This is an optimization exercise on Yosys and OpenROAD, whose aim is small area, not a production implementation. Function was checked by simulation only, so behaviour that the tests miss may differ from the original. No activity file was given, so power comes from the tool's default toggle rates.

==> flow/design.v, too long to show whole: its modules and the start of the top module <==
// module lix_and: 13 lines
// module lix_not: 12 lines
// module lix_or: 13 lines
// module lix_reg: 24 lines
// module lix_shr0: 41 lines
// module lix_shr1: 43 lines
// module lix_xor: 13 lines
// module ConvertAB_RCA_n3k32_1: 62 lines
// module Expand1_n1o3k32: 7 lines
// module Expand2_n2o3k32: 7 lines
// module SecRCA_n3k32_1: 593 lines
// module SecRCA_1b_n3k32_0: 105 lines
// module SecRCA_1b_n3k32_1: 105 lines
// module SecRCA_1b_n3k32_2: 105 lines
// module SecRCA_1b_n3k32_3: 105 lines
// module SecRCA_1b_n3k32_4: 105 lines
// module SecRCA_1b_n3k32_5: 105 lines
// module SecRCA_1b_n3k32_6: 105 lines
// module SecRCA_1b_n3k32_7: 105 lines
// module SecRCA_1b_n3k32_8: 105 lines
// module SecRCA_1b_n3k32_9: 105 lines
// module SecRCA_1b_n3k32_10: 105 lines
// module SecRCA_1b_n3k32_11: 105 lines
// module SecRCA_1b_n3k32_12: 105 lines
// module SecRCA_1b_n3k32_13: 105 lines
// module SecRCA_1b_n3k32_14: 105 lines
// module SecRCA_1b_n3k32_15: 105 lines
// module SecRCA_1b_n3k32_16: 105 lines
// module SecRCA_1b_n3k32_17: 105 lines
// module SecRCA_1b_n3k32_18: 105 lines
// module SecRCA_1b_n3k32_19: 105 lines
// module SecRCA_1b_n3k32_20: 105 lines
// module SecRCA_1b_n3k32_21: 105 lines
// module SecRCA_1b_n3k32_22: 105 lines
// module SecRCA_1b_n3k32_23: 105 lines
// module SecRCA_1b_n3k32_24: 105 lines
// module SecRCA_1b_n3k32_25: 105 lines
// module SecRCA_1b_n3k32_26: 105 lines
// module SecRCA_1b_n3k32_27: 105 lines
// module SecRCA_1b_n3k32_28: 105 lines
// module SecRCA_1b_n3k32_29: 105 lines
// module SecRCA_1b_n3k32_30: 105 lines
// module SecAnd_PINI1_n3k1_1: 611 lines
// module ConvertAB_RCA_n2k32_1: 43 lines
// module Expand1_n1o2k32: 6 lines
// module Expand2_n1o2k32: 6 lines
// module SecRCA_n2k32_1: 592 lines
// module SecRCA_1b_n2k32_0: 100 lines
// module SecRCA_1b_n2k32_1: 100 lines
// module SecRCA_1b_n2k32_2: 100 lines
// module SecRCA_1b_n2k32_3: 100 lines
// module SecRCA_1b_n2k32_4: 100 lines
// module SecRCA_1b_n2k32_5: 100 lines
// module SecRCA_1b_n2k32_6: 100 lines
// module SecRCA_1b_n2k32_7: 100 lines
// module SecRCA_1b_n2k32_8: 100 lines
// module SecRCA_1b_n2k32_9: 100 lines
// module SecRCA_1b_n2k32_10: 100 lines
// module SecRCA_1b_n2k32_11: 100 lines
// module SecRCA_1b_n2k32_12: 100 lines
// ... 19 more modules
module ConvertAB_RCA_n3k32_1(
    input  wire         clk_i,
    input  wire         rst_ni,
    input  wire         i_dvld,
    input  wire         i_rvld,
    input  wire [123:0] i_n,
    input  wire  [95:0] i_a,
    output wire  [95:0] o_z,
    output wire         o_dvld);
  // ...
==> flow/run.sh <==
#!/bin/bash
# synth_recipe.tcl (not shown) runs the flow's synth.tcl, then flattens the netlist and writes it again
# the make line also repeats each setting of config.mk as NAME=value (left out here)
make -C /OpenROAD-flow-scripts/flow DESIGN_CONFIG=/design/flow/config.mk WORK_HOME=/design/flow/orfs CLKGATE_MAP_FILE= SYNTH_SCRIPT=/design/flow/synth_recipe.tcl finish
==> flow/config.mk <==
export PLATFORM = sky130hd
export DESIGN_NAME = ConvertAB_RCA_n3k32_1
export DESIGN_NICKNAME = ConvertAB_RCA_n3k32_1
export VERILOG_FILES = /design/flow/design.v
export SDC_FILE = /design/flow/constraint.sdc
export NUM_CORES = 8
export LEC_CHECK = 0
export CAP_MARGIN = 20
export CORE_MARGIN = 2
export CORE_UTILIZATION = 40
export PLACE_DENSITY = 0.6
export SETUP_SLACK_MARGIN = 0.3
export SLEW_MARGIN = 20
==> flow/constraint.sdc <==
create_clock -name core_clock -period 5.0 [get_ports {clk_i}]
set_input_delay 1.0000 -clock core_clock [delete_from_list [all_inputs] [get_ports {clk_i}]]
set_output_delay 1.0000 -clock core_clock [all_outputs]
set_load 0.01 [all_outputs]
==> results.toml, run 1 <==
[finish]
nets = 41600
regArea_sq_mm = 0.444
largestClassByArea = "flip-flops and latches"
fin_cells = 65000

[timing]
slew_viol_final = 0
tns_ns = 0
rsz0062_at_grt = "false"
worst_pin_slew_ns = 1.15

[logic_synthesis]
synth.top_cell.area_share_pct = 66.7
synth.area.top_cells = "dfrtp_1 (67%), mux2_2 (28%), buf_2 (1.2%)"
synth.distinct_cells = 16
synth_top_cells_by_count = "dfrtp_1 (17,700), mux2_2 (16,500), nand2_1 (1,617)"
synth_edf_count = 0

[pwr]
seq_power_mw = 162
power.density_mw_per_mm2 = 432
p_clk_mw = 135
power.leakage_nw = 387

[drt]
drc = 0
top_layer = "met5"
dr.first_iter.drc_count = 14400
vias_per_cell = 4.92
wl_met1_um = 578000

[floorplan]
num_rows = 474

[grt]
grt_max_degree = 142
overflow = 0

[worst_setup_path]
arrival_ns = 3.24
critPathSlowestCell = "xor2_1"
required_ns = 4.00

[status]
outcome = "timing/DRC/antenna clean"

[worst_hold_path]
hold_class = "primary input to flop"

[placement]
dpl.hpwl_um = 887000
==> module lix_reg, before the edit <==
module lix_reg #(
    parameter  W = 32
  )(
    input  wire          clk_i,
    input  wire          rst_ni,
    input  wire          i_vld,
    input  wire          i_en,
    input  wire  [W-1:0] i_x,
    output wire  [W-1:0] o_z);
  reg [W-1:0] data;
  genvar i;
  generate
  for (i = 0 ; i < W ; i = i + 1)begin: GREG
    always@(negedge rst_ni or posedge clk_i) begin
      if (~rst_ni)begin
        data[i] <= 1'b0;
      end else if (i_vld && i_en) begin
        data[i] <= i_x[i];
      end
    end
    assign o_z[i] = data[i];
  end
  endgenerate
endmodule
==> module lix_shr0, before the edit <==
module lix_shr0 #(
    parameter  W = 32   ,
    parameter  N = 2    
  )(
    input  wire          clk_i,
    input  wire          rst_ni,
    input  wire          i_vld,
    input  wire          i_en,
    input  wire  [W-1:0] i_x,
    output wire  [W-1:0] o_z);
  genvar i;
  wire [N-1:0] valid;
  wire [W-1:0] data [N:0];
  assign valid[0] = i_vld;
  generate
    for (i = 0 ; i < N -1; i = i +1)begin: GVLD
      lix_reg #(.W(1))
      u_reg_vld(
        .clk_i   (clk_i),
        .rst_ni  (rst_ni),
        .i_vld   (i_en),
        .i_en    (i_en),
        .i_x     (valid[i]),
        .o_z     (valid[i+1]));
    end
  endgenerate
  assign data[0] = i_x;
  generate
    for (i = 0 ; i < N ; i = i +1) begin: GDAT
      lix_reg #(.W(W))
      u_reg_dat(
        .clk_i   (clk_i),
        .rst_ni  (rst_ni),
        .i_vld   (valid[i]),
        .i_en    (i_en),
        .i_x     (data[i]),
        .o_z     (data[i+1]));
    end
  endgenerate
  assign o_z = data[N];
endmodule
==> module lix_shr1, before the edit <==
module lix_shr1 #(
    parameter  W = 32   ,
    parameter  N = 2    
  )(
    input  wire          clk_i,
    input  wire          rst_ni,
    input  wire          i_vld,
    input  wire          i_en,
    input  wire  [W-1:0] i_x,
    output wire          o_vld,
    output wire  [W-1:0] o_z);
  genvar i;
  wire [N:0] valid;
  wire [W-1:0] data [N:0];
  assign valid[0] = i_vld;
  generate
    for (i = 0 ; i < N ; i = i +1)begin: GVLD
      lix_reg #(.W(1))
      u_reg_vld(
        .clk_i   (clk_i),
        .rst_ni  (rst_ni),
        .i_vld   (i_en),
        .i_en    (i_en),
        .i_x     (valid[i]),
        .o_z     (valid[i+1]));
    end
  endgenerate
  assign o_vld = valid[N];
  assign data[0] = i_x;
  generate
    for (i = 0 ; i < N ; i = i +1) begin: GDAT
      lix_reg #(.W(W))
      u_reg_dat(
        .clk_i   (clk_i),
        .rst_ni  (rst_ni),
        .i_vld   (valid[i]),
        .i_en    (i_en),
        .i_x     (data[i]),
        .o_z     (data[i+1]));
    end
  endgenerate
  assign o_z = data[N];
endmodule
==> module SecAnd_PINI1_n3k1_1, before the edit <==
module SecAnd_PINI1_n3k1_1(
    input  wire       clk_i,
    input  wire       rst_ni,
    input  wire       i_dvld,
    input  wire       i_rvld,
    input  wire [2:0] i_n,
    input  wire [2:0] i_x,
    input  wire [2:0] i_y,
    output wire [2:0] o_c,
    output wire       o_dvld);
(*DONT_TOUCH="YES"*)(*KEEP="TRUE"*)wire  vldd1; 
(*DONT_TOUCH="YES"*)(*KEEP="TRUE"*)wire [0:0] xd_0; 
(*DONT_TOUCH="YES"*)(*KEEP="TRUE"*)wire [0:0] xd_1; 
(*DONT_TOUCH="YES"*)(*KEEP="TRUE"*)wire [0:0] xd_2; 
(*DONT_TOUCH="YES"*)(*KEEP="TRUE"*)wire [0:0] yd_0; 
(*DONT_TOUCH="YES"*)(*KEEP="TRUE"*)wire [0:0] yd_1; 
(*DONT_TOUCH="YES"*)(*KEEP="TRUE"*)wire [0:0] yd_2; 
(*DONT_TOUCH="YES"*)(*KEEP="TRUE"*)wire [0:0] r_0; 
(*DONT_TOUCH="YES"*)(*KEEP="TRUE"*)wire [0:0] r_1; 
(*DONT_TOUCH="YES"*)(*KEEP="TRUE"*)wire [0:0] r_2; 
(*DONT_TOUCH="YES"*)(*KEEP="TRUE"*)wire [0:0] r_3; 
(*DONT_TOUCH="YES"*)(*KEEP="TRUE"*)wire [0:0] r_4; 
(*DONT_TOUCH="YES"*)(*KEEP="TRUE"*)wire [0:0] r_5; 
(*DONT_TOUCH="YES"*)(*KEEP="TRUE"*)wire [0:0] yxn_0; 
(*DONT_TOUCH="YES"*)(*KEEP="TRUE"*)wire [0:0] yxn_1; 
(*DONT_TOUCH="YES"*)(*KEEP="TRUE"*)wire [0:0] yxn_2; 
(*DONT_TOUCH="YES"*)(*KEEP="TRUE"*)wire [0:0] yxn_3; 
(*DONT_TOUCH="YES"*)(*KEEP="TRUE"*)wire [0:0] yxn_4; 
(*DONT_TOUCH="YES"*)(*KEEP="TRUE"*)wire [0:0] yxn_5; 
(*DONT_TOUCH="YES"*)(*KEEP="TRUE"*)wire [0:0] v_0; 
(*DONT_TOUCH="YES"*)(*KEEP="TRUE"*)wire [0:0] v_1; 
(*DONT_TOUCH="YES"*)(*KEEP="TRUE"*)wire [0:0] v_2; 
(*DONT_TOUCH="YES"*)(*KEEP="TRUE"*)wire [0:0] v_3; 
(*DONT_TOUCH="YES"*)(*KEEP="TRUE"*)wire [0:0] v_4; 
(*DONT_TOUCH="YES"*)(*KEEP="TRUE"*)wire [0:0] v_5; 
(*DONT_TOUCH="YES"*)(*KEEP="TRUE"*)wire vldd2;
(*DONT_TOUCH="YES"*)(*KEEP="TRUE"*)wire [0:0] xdn_0; 
(*DONT_TOUCH="YES"*)(*KEEP="TRUE"*)wire [0:0] xdn_1; 
(*DONT_TOUCH="YES"*)(*KEEP="TRUE"*)wire [0:0] xdn_2; 
(*DONT_TOUCH="YES"*)(*KEEP="TRUE"*)wire [0:0] xdn_3; 
(*DONT_TOUCH="YES"*)(*KEEP="TRUE"*)wire [0:0] xdn_4; 
(*DONT_TOUCH="YES"*)(*KEEP="TRUE"*)wire [0:0] xdn_5; 
(*DONT_TOUCH="YES"*)(*KEEP="TRUE"*)wire [0:0] xar_0; 
(*DONT_TOUCH="YES"*)(*KEEP="TRUE"*)wire [0:0] xar_1; 
(*DONT_TOUCH="YES"*)(*KEEP="TRUE"*)wire [0:0] xar_2; 
(*DONT_TOUCH="YES"*)(*KEEP="TRUE"*)wire [0:0] xar_3; 
(*DONT_TOUCH="YES"*)(*KEEP="TRUE"*)wire [0:0] xar_4; 
(*DONT_TOUCH="YES"*)(*KEEP="TRUE"*)wire [0:0] xar_5; 
(*DONT_TOUCH="YES"*)(*KEEP="TRUE"*)wire [0:0] u_0; 
(*DONT_TOUCH="YES"*)(*KEEP="TRUE"*)wire [0:0] u_1; 
(*DONT_TOUCH="YES"*)(*KEEP="TRUE"*)wire [0:0] u_2; 
(*DONT_TOUCH="YES"*)(*KEEP="TRUE"*)wire [0:0] u_3; 
(*DONT_TOUCH="YES"*)(*KEEP="TRUE"*)wire [0:0] u_4; 
(*DONT_TOUCH="YES"*)(*KEEP="TRUE"*)wire [0:0] u_5; 
(*DONT_TOUCH="YES"*)(*KEEP="TRUE"*)wire [0:0] xay_0; 
(*DONT_TOUCH="YES"*)(*KEEP="TRUE"*)wire [0:0] xay_1; 
(*DONT_TOUCH="YES"*)(*KEEP="TRUE"*)wire [0:0] xay_2; 
(*DONT_TOUCH="YES"*)(*KEEP="TRUE"*)wire [0:0] k_0; 
(*DONT_TOUCH="YES"*)(*KEEP="TRUE"*)wire [0:0] k_1; 
(*DONT_TOUCH="YES"*)(*KEEP="TRUE"*)wire [0:0] k_2; 
(*DONT_TOUCH="YES"*)(*KEEP="TRUE"*)wire [0:0] xav_0; 
(*DONT_TOUCH="YES"*)(*KEEP="TRUE"*)wire [0:0] xav_1; 
(*DONT_TOUCH="YES"*)(*KEEP="TRUE"*)wire [0:0] xav_2; 
(*DONT_TOUCH="YES"*)(*KEEP="TRUE"*)wire [0:0] xav_3; 
(*DONT_TOUCH="YES"*)(*KEEP="TRUE"*)wire [0:0] xav_4; 
(*DONT_TOUCH="YES"*)(*KEEP="TRUE"*)wire [0:0] xav_5; 
(*DONT_TOUCH="YES"*)(*KEEP="TRUE"*)wire [0:0] t_0; 
(*DONT_TOUCH="YES"*)(*KEEP="TRUE"*)wire [0:0] t_1; 
(*DONT_TOUCH="YES"*)(*KEEP="TRUE"*)wire [0:0] t_2; 
(*DONT_TOUCH="YES"*)(*KEEP="TRUE"*)wire [0:0] t_3; 
(*DONT_TOUCH="YES"*)(*KEEP="TRUE"*)wire [0:0] t_4; 
(*DONT_TOUCH="YES"*)(*KEEP="TRUE"*)wire [0:0] t_5; 
(*DONT_TOUCH="YES"*)(*KEEP="TRUE"*)wire [0:0] z_0; 
(*DONT_TOUCH="YES"*)(*KEEP="TRUE"*)wire [0:0] z_1; 
(*DONT_TOUCH="YES"*)(*KEEP="TRUE"*)wire [0:0] z_2; 
(*DONT_TOUCH="YES"*)(*KEEP="TRUE"*)wire [0:0] z_3; 
(*DONT_TOUCH="YES"*)(*KEEP="TRUE"*)wire [0:0] z_4; 
(*DONT_TOUCH="YES"*)(*KEEP="TRUE"*)wire [0:0] z_5; 
(*DONT_TOUCH="YES"*)(*KEEP="TRUE"*)wire [0:0] zxz_0; 
(*DONT_TOUCH="YES"*)(*KEEP="TRUE"*)wire [0:0] zxz_1; 
(*DONT_TOUCH="YES"*)(*KEEP="TRUE"*)wire [0:0] zxz_2; 
lix_reg
  #(.W (1))
  u0_lix_reg
   (.clk_i  (clk_i),
    .rst_ni (rst_ni),
    .i_vld  (1'd1),
    .i_en   (i_rvld),
    .i_x    (i_dvld),
    .o_z    (vldd1));
lix_reg
  #(.W (1))
  u1_lix_reg
   (.clk_i  (clk_i),
    .rst_ni (rst_ni),
    .i_vld  (i_dvld),
    .i_en   (i_rvld),
    .i_x    (i_x[0+:1]),
    .o_z    (xd_0));
lix_reg
  #(.W (1))
  u2_lix_reg
   (.clk_i  (clk_i),
    .rst_ni (rst_ni),
    .i_vld  (i_dvld),
    .i_en   (i_rvld),
    .i_x    (i_x[1+:1]),
    .o_z    (xd_1));
lix_reg
  #(.W (1))
  u3_lix_reg
   (.clk_i  (clk_i),
    .rst_ni (rst_ni),
    .i_vld  (i_dvld),
    .i_en   (i_rvld),
    .i_x    (i_x[2+:1]),
    .o_z    (xd_2));
lix_reg
  #(.W (1))
  u4_lix_reg
   (.clk_i  (clk_i),
    .rst_ni (rst_ni),
    .i_vld  (i_dvld),
    .i_en   (i_rvld),
    .i_x    (i_y[0+:1]),
    .o_z    (yd_0));
lix_reg
  #(.W (1))
  u5_lix_reg
   (.clk_i  (clk_i),
    .rst_ni (rst_ni),
    .i_vld  (i_dvld),
    .i_en   (i_rvld),
    .i_x    (i_y[1+:1]),
    .o_z    (yd_1));
lix_reg
  #(.W (1))
  u6_lix_reg
   (.clk_i  (clk_i),
    .rst_ni (rst_ni),
    .i_vld  (i_dvld),
    .i_en   (i_rvld),
    .i_x    (i_y[2+:1]),
    .o_z    (yd_2));
lix_reg
  #(.W (1))
  u7_lix_reg
   (.clk_i  (clk_i),
    .rst_ni (rst_ni),
    .i_vld  (i_dvld),
    .i_en   (i_rvld),
    .i_x    (i_n[0+:1]),
    .o_z    (r_0));
lix_reg
  #(.W (1))
  u8_lix_reg
   (.clk_i  (clk_i),
    .rst_ni (rst_ni),
    .i_vld  (i_dvld),
    .i_en   (i_rvld),
    .i_x    (i_n[1+:1]),
    .o_z    (r_1));
lix_reg
  #(.W (1))
  u9_lix_reg
   (.clk_i  (clk_i),
    .rst_ni (rst_ni),
    .i_vld  (i_dvld),
    .i_en   (i_rvld),
    .i_x    (i_n[0+:1]),
    .o_z    (r_2));
lix_reg
  #(.W (1))
  u10_lix_reg
   (.clk_i  (clk_i),
    .rst_ni (rst_ni),
    .i_vld  (i_dvld),
    .i_en   (i_rvld),
    .i_x    (i_n[2+:1]),
    .o_z    (r_3));
lix_reg
  #(.W (1))
  u11_lix_reg
   (.clk_i  (clk_i),
    .rst_ni (rst_ni),
    .i_vld  (i_dvld),
    .i_en   (i_rvld),
    .i_x    (i_n[1+:1]),
    .o_z    (r_4));
lix_reg
  #(.W (1))
  u12_lix_reg
   (.clk_i  (clk_i),
    .rst_ni (rst_ni),
    .i_vld  (i_dvld),
    .i_en   (i_rvld),
    .i_x    (i_n[2+:1]),
    .o_z    (r_5));
lix_xor
  #(.W (1))
  u13_lix_xor
   (.i_x (i_y[1+:1]),
    .i_y (i_n[0+:1]),
    .o_z (yxn_0));
lix_xor
  #(.W (1))
  u14_lix_xor
   (.i_x (i_y[2+:1]),
    .i_y (i_n[1+:1]),
    .o_z (yxn_1));
lix_xor
  #(.W (1))
  u15_lix_xor
   (.i_x (i_y[0+:1]),
    .i_y (i_n[0+:1]),
    .o_z (yxn_2));
lix_xor
  #(.W (1))
  u16_lix_xor
   (.i_x (i_y[2+:1]),
    .i_y (i_n[2+:1]),
    .o_z (yxn_3));
lix_xor
  #(.W (1))
  u17_lix_xor
   (.i_x (i_y[0+:1]),
    .i_y (i_n[1+:1]),
    .o_z (yxn_4));
lix_xor
  #(.W (1))
  u18_lix_xor
   (.i_x (i_y[1+:1]),
    .i_y (i_n[2+:1]),
    .o_z (yxn_5));
lix_reg
  #(.W (1))
  u19_lix_reg
   (.clk_i  (clk_i),
    .rst_ni (rst_ni),
    .i_vld  (i_dvld),
    .i_en   (i_rvld),
    .i_x    (yxn_0),
    .o_z    (v_0));
lix_reg
  #(.W (1))
  u20_lix_reg
   (.clk_i  (clk_i),
    .rst_ni (rst_ni),
    .i_vld  (i_dvld),
    .i_en   (i_rvld),
    .i_x    (yxn_1),
    .o_z    (v_1));
lix_reg
  #(.W (1))
  u21_lix_reg
   (.clk_i  (clk_i),
    .rst_ni (rst_ni),
    .i_vld  (i_dvld),
    .i_en   (i_rvld),
    .i_x    (yxn_2),
    .o_z    (v_2));
lix_reg
  #(.W (1))
  u22_lix_reg
   (.clk_i  (clk_i),
    .rst_ni (rst_ni),
    .i_vld  (i_dvld),
    .i_en   (i_rvld),
    .i_x    (yxn_3),
    .o_z    (v_3));
lix_reg
  #(.W (1))
  u23_lix_reg
   (.clk_i  (clk_i),
    .rst_ni (rst_ni),
    .i_vld  (i_dvld),
    .i_en   (i_rvld),
    .i_x    (yxn_4),
    .o_z    (v_4));
lix_reg
  #(.W (1))
  u24_lix_reg
   (.clk_i  (clk_i),
    .rst_ni (rst_ni),
    .i_vld  (i_dvld),
    .i_en   (i_rvld),
    .i_x    (yxn_5),
    .o_z    (v_5));
lix_reg
  #(.W (1))
  u25_lix_reg
   (.clk_i  (clk_i),
    .rst_ni (rst_ni),
    .i_vld  (1'd1),
    .i_en   (i_rvld),
    .i_x    (vldd1),
    .o_z    (vldd2));
lix_not
  #(.W (1))
  u26_lix_not
   (.i_x (xd_0),
    .o_z (xdn_0));
lix_not
  #(.W (1))
  u27_lix_not
   (.i_x (xd_1),
    .o_z (xdn_1));
lix_not
  #(.W (1))
  u28_lix_not
   (.i_x (xd_2),
    .o_z (xdn_2));
lix_and
  #(.W (1))
  u29_lix_and
   (.i_x (xdn_0),
    .i_y (r_0),
    .o_z (xar_0));
lix_and
  #(.W (1))
  u30_lix_and
   (.i_x (xdn_0),
    .i_y (r_1),
    .o_z (xar_1));
lix_and
  #(.W (1))
  u31_lix_and
   (.i_x (xdn_1),
    .i_y (r_2),
    .o_z (xar_2));
lix_and
  #(.W (1))
  u32_lix_and
   (.i_x (xdn_1),
    .i_y (r_3),
    .o_z (xar_3));
lix_and
  #(.W (1))
  u33_lix_and
   (.i_x (xdn_2),
    .i_y (r_4),
    .o_z (xar_4));
lix_and
  #(.W (1))
  u34_lix_and
   (.i_x (xdn_2),
    .i_y (r_5),
    .o_z (xar_5));
lix_reg
  #(.W (1))
  u35_lix_reg
   (.clk_i  (clk_i),
    .rst_ni (rst_ni),
    .i_vld  (vldd1),
    .i_en   (i_rvld),
    .i_x    (xar_0),
    .o_z    (u_0));
lix_reg
  #(.W (1))
  u36_lix_reg
   (.clk_i  (clk_i),
    .rst_ni (rst_ni),
    .i_vld  (vldd1),
    .i_en   (i_rvld),
    .i_x    (xar_1),
    .o_z    (u_1));
lix_reg
  #(.W (1))
  u37_lix_reg
   (.clk_i  (clk_i),
    .rst_ni (rst_ni),
    .i_vld  (vldd1),
    .i_en   (i_rvld),
    .i_x    (xar_2),
    .o_z    (u_2));
lix_reg
  #(.W (1))
  u38_lix_reg
   (.clk_i  (clk_i),
    .rst_ni (rst_ni),
    .i_vld  (vldd1),
    .i_en   (i_rvld),
    .i_x    (xar_3),
    .o_z    (u_3));
lix_reg
  #(.W (1))
  u39_lix_reg
   (.clk_i  (clk_i),
    .rst_ni (rst_ni),
    .i_vld  (vldd1),
    .i_en   (i_rvld),
    .i_x    (xar_4),
    .o_z    (u_4));
lix_reg
  #(.W (1))
  u40_lix_reg
   (.clk_i  (clk_i),
    .rst_ni (rst_ni),
    .i_vld  (vldd1),
    .i_en   (i_rvld),
    .i_x    (xar_5),
    .o_z    (u_5));
lix_and
  #(.W (1))
  u41_lix_and
   (.i_x (xd_0),
    .i_y (yd_0),
    .o_z (xay_0));
lix_and
  #(.W (1))
  u42_lix_and
   (.i_x (xd_1),
    .i_y (yd_1),
    .o_z (xay_1));
lix_and
  #(.W (1))
  u43_lix_and
   (.i_x (xd_2),
    .i_y (yd_2),
    .o_z (xay_2));
lix_reg
  #(.W (1))
  u44_lix_reg
   (.clk_i  (clk_i),
    .rst_ni (rst_ni),
    .i_vld  (vldd1),
    .i_en   (i_rvld),
    .i_x    (xay_0),
    .o_z    (k_0));
lix_reg
  #(.W (1))
  u45_lix_reg
   (.clk_i  (clk_i),
    .rst_ni (rst_ni),
    .i_vld  (vldd1),
    .i_en   (i_rvld),
    .i_x    (xay_1),
    .o_z    (k_1));
lix_reg
  #(.W (1))
  u46_lix_reg
   (.clk_i  (clk_i),
    .rst_ni (rst_ni),
    .i_vld  (vldd1),
    .i_en   (i_rvld),
    .i_x    (xay_2),
    .o_z    (k_2));
lix_and
  #(.W (1))
  u47_lix_and
   (.i_x (xd_0),
    .i_y (v_0),
    .o_z (xav_0));
lix_and
  #(.W (1))
  u48_lix_and
   (.i_x (xd_0),
    .i_y (v_1),
    .o_z (xav_1));
lix_and
  #(.W (1))
  u49_lix_and
   (.i_x (xd_1),
    .i_y (v_2),
    .o_z (xav_2));
lix_and
  #(.W (1))
  u50_lix_and
   (.i_x (xd_1),
    .i_y (v_3),
    .o_z (xav_3));
lix_and
  #(.W (1))
  u51_lix_and
   (.i_x (xd_2),
    .i_y (v_4),
    .o_z (xav_4));
lix_and
  #(.W (1))
  u52_lix_and
   (.i_x (xd_2),
    .i_y (v_5),
    .o_z (xav_5));
lix_reg
  #(.W (1))
  u53_lix_reg
   (.clk_i  (clk_i),
    .rst_ni (rst_ni),
    .i_vld  (vldd1),
    .i_en   (i_rvld),
    .i_x    (xav_0),
    .o_z    (t_0));
lix_reg
  #(.W (1))
  u54_lix_reg
   (.clk_i  (clk_i),
    .rst_ni (rst_ni),
    .i_vld  (vldd1),
    .i_en   (i_rvld),
    .i_x    (xav_1),
    .o_z    (t_1));
lix_reg
  #(.W (1))
  u55_lix_reg
   (.clk_i  (clk_i),
    .rst_ni (rst_ni),
    .i_vld  (vldd1),
    .i_en   (i_rvld),
    .i_x    (xav_2),
    .o_z    (t_2));
lix_reg
  #(.W (1))
  u56_lix_reg
   (.clk_i  (clk_i),
    .rst_ni (rst_ni),
    .i_vld  (vldd1),
    .i_en   (i_rvld),
    .i_x    (xav_3),
    .o_z    (t_3));
lix_reg
  #(.W (1))
  u57_lix_reg
   (.clk_i  (clk_i),
    .rst_ni (rst_ni),
    .i_vld  (vldd1),
    .i_en   (i_rvld),
    .i_x    (xav_4),
    .o_z    (t_4));
lix_reg
  #(.W (1))
  u58_lix_reg
   (.clk_i  (clk_i),
    .rst_ni (rst_ni),
    .i_vld  (vldd1),
    .i_en   (i_rvld),
    .i_x    (xav_5),
    .o_z    (t_5));
lix_xor
  #(.W (1))
  u59_lix_xor
   (.i_x (u_0),
    .i_y (t_0),
    .o_z (z_0));
lix_xor
  #(.W (1))
  u60_lix_xor
   (.i_x (u_1),
    .i_y (t_1),
    .o_z (z_1));
lix_xor
  #(.W (1))
  u61_lix_xor
   (.i_x (u_2),
    .i_y (t_2),
    .o_z (z_2));
lix_xor
  #(.W (1))
  u62_lix_xor
   (.i_x (u_3),
    .i_y (t_3),
    .o_z (z_3));
lix_xor
  #(.W (1))
  u63_lix_xor
   (.i_x (u_4),
    .i_y (t_4),
    .o_z (z_4));
lix_xor
  #(.W (1))
  u64_lix_xor
   (.i_x (u_5),
    .i_y (t_5),
    .o_z (z_5));
lix_xor
  #(.W (1))
  u65_lix_xor
   (.i_x (z_0),
    .i_y (z_1),
    .o_z (zxz_0));
lix_xor
  #(.W (1))
  u66_lix_xor
   (.i_x (z_2),
    .i_y (z_3),
    .o_z (zxz_1));
lix_xor
  #(.W (1))
  u67_lix_xor
   (.i_x (z_4),
    .i_y (z_5),
    .o_z (zxz_2));
lix_xor
  #(.W (1))
  u68_lix_xor
   (.i_x (k_0),
    .i_y (zxz_0),
    .o_z (o_c[0+:1]));
lix_xor
  #(.W (1))
  u69_lix_xor
   (.i_x (k_1),
    .i_y (zxz_1),
    .o_z (o_c[1+:1]));
lix_xor
  #(.W (1))
  u70_lix_xor
   (.i_x (k_2),
    .i_y (zxz_2),
    .o_z (o_c[2+:1]));
assign o_dvld = vldd2;
endmodule
==> module SecAnd_PINI1_n2k1_1, before the edit <==
module SecAnd_PINI1_n2k1_1(
    input  wire       clk_i,
    input  wire       rst_ni,
    input  wire       i_dvld,
    input  wire       i_rvld,
    input  wire [0:0] i_n,
    input  wire [1:0] i_x,
    input  wire [1:0] i_y,
    output wire [1:0] o_c,
    output wire       o_dvld);
(*DONT_TOUCH="YES"*)(*KEEP="TRUE"*)wire  vldd1; 
(*DONT_TOUCH="YES"*)(*KEEP="TRUE"*)wire [0:0] xd_0; 
(*DONT_TOUCH="YES"*)(*KEEP="TRUE"*)wire [0:0] xd_1; 
(*DONT_TOUCH="YES"*)(*KEEP="TRUE"*)wire [0:0] yd_0; 
(*DONT_TOUCH="YES"*)(*KEEP="TRUE"*)wire [0:0] yd_1; 
(*DONT_TOUCH="YES"*)(*KEEP="TRUE"*)wire [0:0] r_0; 
(*DONT_TOUCH="YES"*)(*KEEP="TRUE"*)wire [0:0] r_1; 
(*DONT_TOUCH="YES"*)(*KEEP="TRUE"*)wire [0:0] yxn_0; 
(*DONT_TOUCH="YES"*)(*KEEP="TRUE"*)wire [0:0] yxn_1; 
(*DONT_TOUCH="YES"*)(*KEEP="TRUE"*)wire [0:0] v_0; 
(*DONT_TOUCH="YES"*)(*KEEP="TRUE"*)wire [0:0] v_1; 
(*DONT_TOUCH="YES"*)(*KEEP="TRUE"*)wire vldd2;
(*DONT_TOUCH="YES"*)(*KEEP="TRUE"*)wire [0:0] xdn_0; 
(*DONT_TOUCH="YES"*)(*KEEP="TRUE"*)wire [0:0] xdn_1; 
(*DONT_TOUCH="YES"*)(*KEEP="TRUE"*)wire [0:0] xar_0; 
(*DONT_TOUCH="YES"*)(*KEEP="TRUE"*)wire [0:0] xar_1; 
(*DONT_TOUCH="YES"*)(*KEEP="TRUE"*)wire [0:0] u_0; 
(*DONT_TOUCH="YES"*)(*KEEP="TRUE"*)wire [0:0] u_1; 
(*DONT_TOUCH="YES"*)(*KEEP="TRUE"*)wire [0:0] xay_0; 
(*DONT_TOUCH="YES"*)(*KEEP="TRUE"*)wire [0:0] xay_1; 
(*DONT_TOUCH="YES"*)(*KEEP="TRUE"*)wire [0:0] k_0; 
(*DONT_TOUCH="YES"*)(*KEEP="TRUE"*)wire [0:0] k_1; 
(*DONT_TOUCH="YES"*)(*KEEP="TRUE"*)wire [0:0] xav_0; 
(*DONT_TOUCH="YES"*)(*KEEP="TRUE"*)wire [0:0] xav_1; 
(*DONT_TOUCH="YES"*)(*KEEP="TRUE"*)wire [0:0] t_0; 
(*DONT_TOUCH="YES"*)(*KEEP="TRUE"*)wire [0:0] t_1; 
(*DONT_TOUCH="YES"*)(*KEEP="TRUE"*)wire [0:0] z_0; 
(*DONT_TOUCH="YES"*)(*KEEP="TRUE"*)wire [0:0] z_1; 
lix_reg
  #(.W (1))
  u0_lix_reg
   (.clk_i  (clk_i),
    .rst_ni (rst_ni),
    .i_vld  (1'd1),
    .i_en   (i_rvld),
    .i_x    (i_dvld),
    .o_z    (vldd1));
lix_reg
  #(.W (1))
  u1_lix_reg
   (.clk_i  (clk_i),
    .rst_ni (rst_ni),
    .i_vld  (i_dvld),
    .i_en   (i_rvld),
    .i_x    (i_x[0+:1]),
    .o_z    (xd_0));
lix_reg
  #(.W (1))
  u2_lix_reg
   (.clk_i  (clk_i),
    .rst_ni (rst_ni),
    .i_vld  (i_dvld),
    .i_en   (i_rvld),
    .i_x    (i_x[1+:1]),
    .o_z    (xd_1));
lix_reg
  #(.W (1))
  u3_lix_reg
   (.clk_i  (clk_i),
    .rst_ni (rst_ni),
    .i_vld  (i_dvld),
    .i_en   (i_rvld),
    .i_x    (i_y[0+:1]),
    .o_z    (yd_0));
lix_reg
  #(.W (1))
  u4_lix_reg
   (.clk_i  (clk_i),
    .rst_ni (rst_ni),
    .i_vld  (i_dvld),
    .i_en   (i_rvld),
    .i_x    (i_y[1+:1]),
    .o_z    (yd_1));
lix_reg
  #(.W (1))
  u5_lix_reg
   (.clk_i  (clk_i),
    .rst_ni (rst_ni),
    .i_vld  (i_dvld),
    .i_en   (i_rvld),
    .i_x    (i_n[0+:1]),
    .o_z    (r_0));
lix_reg
  #(.W (1))
  u6_lix_reg
   (.clk_i  (clk_i),
    .rst_ni (rst_ni),
    .i_vld  (i_dvld),
    .i_en   (i_rvld),
    .i_x    (i_n[0+:1]),
    .o_z    (r_1));
lix_xor
  #(.W (1))
  u7_lix_xor
   (.i_x (i_y[1+:1]),
    .i_y (i_n[0+:1]),
    .o_z (yxn_0));
lix_xor
  #(.W (1))
  u8_lix_xor
   (.i_x (i_y[0+:1]),
    .i_y (i_n[0+:1]),
    .o_z (yxn_1));
lix_reg
  #(.W (1))
  u9_lix_reg
   (.clk_i  (clk_i),
    .rst_ni (rst_ni),
    .i_vld  (i_dvld),
    .i_en   (i_rvld),
    .i_x    (yxn_0),
    .o_z    (v_0));
lix_reg
  #(.W (1))
  u10_lix_reg
   (.clk_i  (clk_i),
    .rst_ni (rst_ni),
    .i_vld  (i_dvld),
    .i_en   (i_rvld),
    .i_x    (yxn_1),
    .o_z    (v_1));
lix_reg
  #(.W (1))
  u11_lix_reg
   (.clk_i  (clk_i),
    .rst_ni (rst_ni),
    .i_vld  (1'd1),
    .i_en   (i_rvld),
    .i_x    (vldd1),
    .o_z    (vldd2));
lix_not
  #(.W (1))
  u12_lix_not
   (.i_x (xd_0),
    .o_z (xdn_0));
lix_not
  #(.W (1))
  u13_lix_not
   (.i_x (xd_1),
    .o_z (xdn_1));
lix_and
  #(.W (1))
  u14_lix_and
   (.i_x (xdn_0),
    .i_y (r_0),
    .o_z (xar_0));
lix_and
  #(.W (1))
  u15_lix_and
   (.i_x (xdn_1),
    .i_y (r_1),
    .o_z (xar_1));
lix_reg
  #(.W (1))
  u16_lix_reg
   (.clk_i  (clk_i),
    .rst_ni (rst_ni),
    .i_vld  (vldd1),
    .i_en   (i_rvld),
    .i_x    (xar_0),
    .o_z    (u_0));
lix_reg
  #(.W (1))
  u17_lix_reg
   (.clk_i  (clk_i),
    .rst_ni (rst_ni),
    .i_vld  (vldd1),
    .i_en   (i_rvld),
    .i_x    (xar_1),
    .o_z    (u_1));
lix_and
  #(.W (1))
  u18_lix_and
   (.i_x (xd_0),
    .i_y (yd_0),
    .o_z (xay_0));
lix_and
  #(.W (1))
  u19_lix_and
   (.i_x (xd_1),
    .i_y (yd_1),
    .o_z (xay_1));
lix_reg
  #(.W (1))
  u20_lix_reg
   (.clk_i  (clk_i),
    .rst_ni (rst_ni),
    .i_vld  (vldd1),
    .i_en   (i_rvld),
    .i_x    (xay_0),
    .o_z    (k_0));
lix_reg
  #(.W (1))
  u21_lix_reg
   (.clk_i  (clk_i),
    .rst_ni (rst_ni),
    .i_vld  (vldd1),
    .i_en   (i_rvld),
    .i_x    (xay_1),
    .o_z    (k_1));
lix_and
  #(.W (1))
  u22_lix_and
   (.i_x (xd_0),
    .i_y (v_0),
    .o_z (xav_0));
lix_and
  #(.W (1))
  u23_lix_and
   (.i_x (xd_1),
    .i_y (v_1),
    .o_z (xav_1));
lix_reg
  #(.W (1))
  u24_lix_reg
   (.clk_i  (clk_i),
    .rst_ni (rst_ni),
    .i_vld  (vldd1),
    .i_en   (i_rvld),
    .i_x    (xav_0),
    .o_z    (t_0));
lix_reg
  #(.W (1))
  u25_lix_reg
   (.clk_i  (clk_i),
    .rst_ni (rst_ni),
    .i_vld  (vldd1),
    .i_en   (i_rvld),
    .i_x    (xav_1),
    .o_z    (t_1));
lix_xor
  #(.W (1))
  u26_lix_xor
   (.i_x (u_0),
    .i_y (t_0),
    .o_z (z_0));
lix_xor
  #(.W (1))
  u27_lix_xor
   (.i_x (u_1),
    .i_y (t_1),
    .o_z (z_1));
lix_xor
  #(.W (1))
  u28_lix_xor
   (.i_x (k_0),
    .i_y (z_0),
    .o_z (o_c[0+:1]));
lix_xor
  #(.W (1))
  u29_lix_xor
   (.i_x (k_1),
    .i_y (z_1),
    .o_z (o_c[1+:1]));
assign o_dvld = vldd2;
endmodule
==> run 2, diff against run 1 <==
--- a/flow/design.v
+++ b/flow/design.v
@@ -45,7 +45,8 @@
 `default_nettype none
 `timescale 1ns/1ps
 module lix_reg #(
-    parameter  W = 32
+    parameter  W = 32,
+    parameter  VR = 0
   )(
     input  wire          clk_i,
     input  wire          rst_ni,
@@ -56,6 +57,7 @@
   reg [W-1:0] data;
   genvar i;
   generate
+  if (VR) begin: GVR
   for (i = 0 ; i < W ; i = i + 1)begin: GREG
     always@(negedge rst_ni or posedge clk_i) begin
       if (~rst_ni)begin
@@ -66,6 +68,16 @@
     end
     assign o_z[i] = data[i];
   end
+  end else begin: GDR
+  for (i = 0 ; i < W ; i = i + 1)begin: GREG
+    always@(posedge clk_i) begin
+      if (i_en) begin
+        data[i] <= i_x[i];
+      end
+    end
+    assign o_z[i] = data[i];
+  end
+  end
   endgenerate
 endmodule
 `default_nettype none
@@ -86,7 +98,7 @@
   assign valid[0] = i_vld;
   generate
     for (i = 0 ; i < N -1; i = i +1)begin: GVLD
-      lix_reg #(.W(1))
+      lix_reg #(.W(1), .VR(1))
       u_reg_vld(
         .clk_i   (clk_i),
         .rst_ni  (rst_ni),
@@ -130,7 +142,7 @@
   assign valid[0] = i_vld;
   generate
     for (i = 0 ; i < N ; i = i +1)begin: GVLD
-      lix_reg #(.W(1))
+      lix_reg #(.W(1), .VR(1))
       u_reg_vld(
         .clk_i   (clk_i),
         .rst_ni  (rst_ni),
@@ -4213,7 +4225,8 @@
 (*DONT_TOUCH="YES"*)(*KEEP="TRUE"*)wire [0:0] zxz_1; 
 (*DONT_TOUCH="YES"*)(*KEEP="TRUE"*)wire [0:0] zxz_2; 
 lix_reg
-  #(.W (1))
+  #(.W (1),
+    .VR (1))
   u0_lix_reg
    (.clk_i  (clk_i),
     .rst_ni (rst_ni),
@@ -4420,7 +4433,8 @@
     .i_x    (yxn_5),
     .o_z    (v_5));
 lix_reg
-  #(.W (1))
+  #(.W (1),
+    .VR (1))
   u25_lix_reg
    (.clk_i  (clk_i),
     .rst_ni (rst_ni),
@@ -8564,7 +8578,8 @@
 (*DONT_TOUCH="YES"*)(*KEEP="TRUE"*)wire [0:0] z_0; 
 (*DONT_TOUCH="YES"*)(*KEEP="TRUE"*)wire [0:0] z_1; 
 lix_reg
-  #(.W (1))
+  #(.W (1),
+    .VR (1))
   u0_lix_reg
    (.clk_i  (clk_i),
     .rst_ni (rst_ni),
@@ -8657,7 +8672,8 @@
     .i_x    (yxn_1),
     .o_z    (v_1));
 lix_reg
-  #(.W (1))
+  #(.W (1),
+    .VR (1))
   u11_lix_reg
    (.clk_i  (clk_i),
     .rst_ni (rst_ni),
==> flow/flow/run.sh (new file) <==
#!/bin/bash
# Layout flow: the standard layout (standard.sh, ORFS from synthesis to
# the final layout) unchanged, except that the buffer that global placement
# puts on every input and output port is the smallest buffer cell,
# sky130_fd_sc_hd__buf_1, instead of the cell buffer_ports picks by default.
# make's output goes to flow_make.log; each ORFS step logs to orfs/logs/.
set -euo pipefail
export BUFFER_PORTS_ARGS="-buffer_cell sky130_fd_sc_hd__buf_1"
bash standard.sh finish > flow_make.log 2>&1
==> flow/standard.sh (new file) <==
#!/bin/bash
# synth_recipe.tcl (not shown) runs the flow's synth.tcl, then flattens the netlist and writes it again
# the make line also repeats each setting of config.mk as NAME=value (left out here)
make -C /OpenROAD-flow-scripts/flow DESIGN_CONFIG=/design/flow/config.mk WORK_HOME=/design/flow/orfs CLKGATE_MAP_FILE= SYNTH_SCRIPT=/design/flow/synth_recipe.tcl "${@:-finish}"
--- a/flow/config.mk
+++ b/flow/config.mk
@@ -7,7 +7,7 @@
 export LEC_CHECK = 0
 export CAP_MARGIN = 20
 export CORE_MARGIN = 2
-export CORE_UTILIZATION = 40
-export PLACE_DENSITY = 0.6
+export CORE_UTILIZATION = 72
+export PLACE_DENSITY = 0.8
 export SETUP_SLACK_MARGIN = 0.3
 export SLEW_MARGIN = 20
removed: flow/run.sh
==> run 2 against run 1 <==
Area after synthesis shrank 18%. Synthesized cell count shrank 52%. The flow now stops in clock tree synthesis (4_1_cts).
==> results.toml, run 2 <==
[status]
outcome = "did not finish"
haltStage = "clock tree synthesis (4_1_cts)"
error_line = "[ERROR DPL-0033] detailed placement checks failed during check placement."

[logic_synthesis]
synth_edf_count = 17600
syn_avg_cell_area_sq_um = 28.2
yosysTopAreaCell = "edfxtp_1"
synth.area.top_cells = "edfxtp_1 (96%), xor2_1 (0.78%), xnor3_1 (0.74%)"
syn_nets = 19700
synth.top_cell.area_share_pct = 96.4
synthCells = 19500
yosysMostFrequentCell = "edfxtp_1"
ys_seq_elements = 17700
synthArstFlopShare_pct = 0.699
yosysWarnings = 112
synth.distinct_cells = 12
synth-main-ff-cell = "edfxtp_1"
synth_top_cells_by_count = "edfxtp_1 (17,600), xor2_1 (487), and2_1 (393)"
ys_seq_area_share_pct = 97.0
syn_area_sq_mm = 0.549

[floorplan]
ioPinCount = 321
num_rows = 320
start_util_pct = 72.2
die_w_um = 877
die_y_um = 877

[cts]
ctsHoldBuffers = 218
cts_max_level = 7
numCtsBuffers = 1629
cts_resized = 0
postCtsSetupBuffers = 0
root_buffer = "clkbuf_16"
cts.sinks = 17700
clockBufferDepth = 5

[placement]
routabilityCongestion = 0.717
dpl.hpwl_um = 334000
portBuffers = 320
postPlaceCellArea_sq_mm = 0.568
-- run 2: changes by cell type after synthesis, moves of 359 or more --
cell / previous run / this run
and2_1: 0 / 393
buf_2: 1557 / 6
dfrtp_1: 17745 / 124
edfxtp_1: 0 / 17621
mux2_2: 16488 / 64
nand2_1: 1617 / 0
o21ai_0: 1257 / 0
xnor2_1: 633 / 274
-- run 2: through the flow --
step / std cells / power [mW] / hold slack [ns] / setup slack [ns]
2_1_floorplan: 19500 / 183 / 0.400 / 3.04
3_3_place_gp: 30300 / 188 / 0.400 / 1.48
3_5_place_dp: 30300 / 189 / 0.405 / 1.39
-- run 2: worst max-delay path by stage --
stage	from	endpoint	cells after the start
floorplan	flop	o_z[31]	2
global placement	i_rvld	flop	4
detailed placement	i_rvld	flop	5
-- run 2: logic make-up after synthesis --
logic type                synth area share [%]
DFF                                       97.0
and+or+nand+nor                          0.725
buffers and inverters                   0.0260
muxes                                    0.296
xor gates and xnor gates                  1.95
-- run 2: power by group through the flow --
stage                     sequential [mW]  clock (mW)  combinational, mW
after global placement                181           0               6.88
after detailed placement              182           0               7.29
after floorplan                       180           0               3.20
==> run 3, diff against run 2 <==
--- a/flow/config.mk
+++ b/flow/config.mk
@@ -7,7 +7,7 @@
 export LEC_CHECK = 0
 export CAP_MARGIN = 20
 export CORE_MARGIN = 2
-export CORE_UTILIZATION = 72
-export PLACE_DENSITY = 0.8
+export CORE_UTILIZATION = 55
+export PLACE_DENSITY = 0.7
 export SETUP_SLACK_MARGIN = 0.3
 export SLEW_MARGIN = 20
==> run 3 against run 2 <==
Now clean on timing, DRC and antenna. Area after synthesis stayed put. Synthesized cell count stayed put.
==> results.toml, run 3 <==
[status]
outcome = "timing/DRC/antenna clean"

[floorplan]
ioPinCount = 321
num_rows = 366
start_util_pct = 55.2
core_sq_mm = 0.994
die_area_sq_mm = 1.01
die_y_um = 1000
die_w_um = 1000

[finish]
regArea_sq_mm = 0.532
final_common_cell = "edfxtp_1"
fin_util_pct = 62.9
most-common-layout-cells = "edfxtp_1 (17,600), clkbuf_16 (1,680), xor2_1 (487)"
design_area_sq_mm = 0.625
areaGrowthSynthToFinish_pct = 13.9
fin_cells = 36500
drive_gt1_share_pct = 12.2
multi_input_area_sq_mm = 0.0163
num-fill-cells = 63500
nets = 22100

[drt]
routedWlPerCell_um = 16.4
drt.antenna.violating_nets = 0
drc = 0
first_pass_iters = 7
via_count = 176000
dr.first_iter.drc_count = 15300
vias_per_cell = 4.82
wirelength_um = 598000

[timing]
fmax_mhz = 295
period_minus_slack_ns = 3.39
worst_pin_slew_ns = 0.999
hold_slack_ns = 0.125
setup_viol = 0
hold_violations = 0
tns_ns = 0
finClkSkew_ns = 0.0866
layout_setup_ws_ns = 1.61
slew_headroom_pct = 33.4
finalCritPeriodShare_pct = 67.9
slew_viol_final = 0
rsz0062_at_grt = "false"

[cts]
clockBufferDepth = 5
cts_resized = 0
cts_max_level = 7
postCtsSetupBuffers = 0
cts.sinks = 17700
clk_pin_slew_worst_paths_ns = 0.06
numCtsBuffers = 1666
cts_tree = "done"
clk_latency_ns = 1.17
root_buffer = "clkbuf_16"

[worst_hold_path]
hold_class = "primary input to flop"
hold_path_depth = 1
holdCritStartpoint = "i_a[42]"

[logic_synthesis]
syn_nets = 19700
syn_avg_cell_area_sq_um = 28.2
synth.top_cell.area_share_pct = 96.4
syn_area_sq_mm = 0.549
ys_seq_elements = 17700
synthCells = 19500
synth.distinct_cells = 12
synth_top_cells_by_count = "edfxtp_1 (17,600), xor2_1 (487), and2_1 (393)"
yosysTopAreaCell = "edfxtp_1"
synthArstFlopShare_pct = 0.699
ys_seq_area_share_pct = 97.0
yosysWarnings = 112
synth_edf_count = 17600
yosysMostFrequentCell = "edfxtp_1"
synth-main-ff-cell = "edfxtp_1"
synth.area.top_cells = "edfxtp_1 (96%), xor2_1 (0.78%), xnor3_1 (0.74%)"

[grt]
grt_max_degree = 226
overflow = 0
first_global_vias = 176000
grt_use_total_pct = 11.4
antenna_found_initial = 95
grt_pass1_wl_um = 935000

[worst_setup_path]
arrival_ns = 2.39
path_class = "flop to primary output"
worstPathBufferInverterCount = 1
path_delay_family = "XOR/XNOR gates"
cp_max_fo = 1
reg2reg_setup_slack_ns = 3.15
worstPathCellList = "xor2_1 > buf_1"
critPathSlowestCell = "xor2_1"
critPathMaxStageDelay_ns = 0.63
required_ns = 4.00
cp-start-kind = "flop"
critPathCaptureType = "primary output"
worst-r2r-cell-count = 2

[placement]
detailedPlace.worstSlack_ns = 1.38
dpl.hpwl_um = 294000
post-place-cells = 33400
postPlaceCellArea_sq_mm = 0.570
portBuffers = 320
routabilityCongestion = 0.686

[job]
maxCapViolCount = 0

[pwr]
power.density_mw_per_mm2 = 491
power_mw = 307
power.leakage_nw = 211
vdd_ir_drop_max_uv = 368
==> run 3: cell counts after synthesis <==
Identical to the previous run, type by type.
==> run 3: cell type report <==
cell class	instances	share of cell area, %
sequential	17700	85.1
clock buffer	1993	6.94
tap	13200	2.65
clock inverter	1076	1.69
antenna	11	0.00440
timing repair buffer	729	0.951
multi-input combinational	1701	2.61
==> run 3: timing repair <==
item | CTS | global route
hold buffers | 72 | 0
endpoints found under the hold margin | 113 | 0
endpoints found under the setup margin | 0 | 0
==> run 3: worst register-to-register path: stages (launching register included) <==
cell	delay, ns
edfxtp_1	0.42
xor2_1	0.67
xnor3_1	0.47
==> run 3: power breakdown <==
part           internal [mW]  switching [mW]  leakage, nW
combinational           2.84            4.08         10.6
clock                   70.1            51.4         26.3
sequential               175            3.25          174
==> run 3: cells by family (layout without fill, tap and decap cells) <==
group,Yosys count,count (layout),share of synthesized area (%)
flops,17700,17700,97.0
buf+inv,17,3798,0.0260
xor+xnor,941,941,1.95
simple gates,636,636,0.725
other cells,0,11,0
mux,124,124,0.296
==> run 3: worst max path at each step <==
stage           start                                                end  cells past startpoint
3_5_place_dp   i_rvld  u0_lix_shr0.GDAT[21].u_reg_dat.data[15]$_DFFE_PP_                      5
4_1_cts          flop                                             o_z[3]                      2
3_3_place_gp   i_rvld  u0_lix_shr0.GDAT[39].u_reg_dat.data[15]$_DFFE_PP_                      5
6_report         flop                                            o_z[66]                      2
5_1_grt          flop                                            o_z[66]                      2
2_1_floorplan    flop                                            o_z[31]                      2
==> run 3: per-layer routing <==
metal / part of all wire (%) / vias to the layer above / track usage, %
li1: - / 83200 / -
met1: 44 / 88500 / 15.7
met4: 3.2 / 34 / 4.32
met2: 48 / 2609 / 18.3
met5: 0.035 / - / 0
met3: 4.5 / 1508 / 2.59

[separate check: timing with driven ports]
In the flow no input, the clock included, has a driving cell. The finished layouts below were timed again as built, in two steps. Step 1 assumes that a clkbuf_16 drives the clock port and a buf_2 every other input. Step 2 adds t to the input delays and takes it off the output delays; t is the mean of the earliest and latest rising clock arrival at the registers after step 1. Input paths then give back, and output paths get back, about the clock's delay inside the block. Slacks: ideal ports / drivers / drivers and shift; pairs: ideal ports / drivers.
| run | shift t [ns] | setup slack, ns | hold WS [ns] | slew at the worst register clock pin (ns) |
|---|---|---|---|---|
| run 1 | 1.536 | 0.764 / 0.545 / 0.984 | 0.284 / 0.091 / 0.419 | 0.07 / 0.07 |
| run 3 | 1.253 | 1.606 / 1.452 / 1.457 | 0.125 / -0.005 / 0.333 | 0.07 / 0.07 |
After both steps setup and hold are still met in every run listed. For run 3, which loses most, drivers alone change the setup slack by -0.154 ns; drivers and shift together by -0.149 ns.
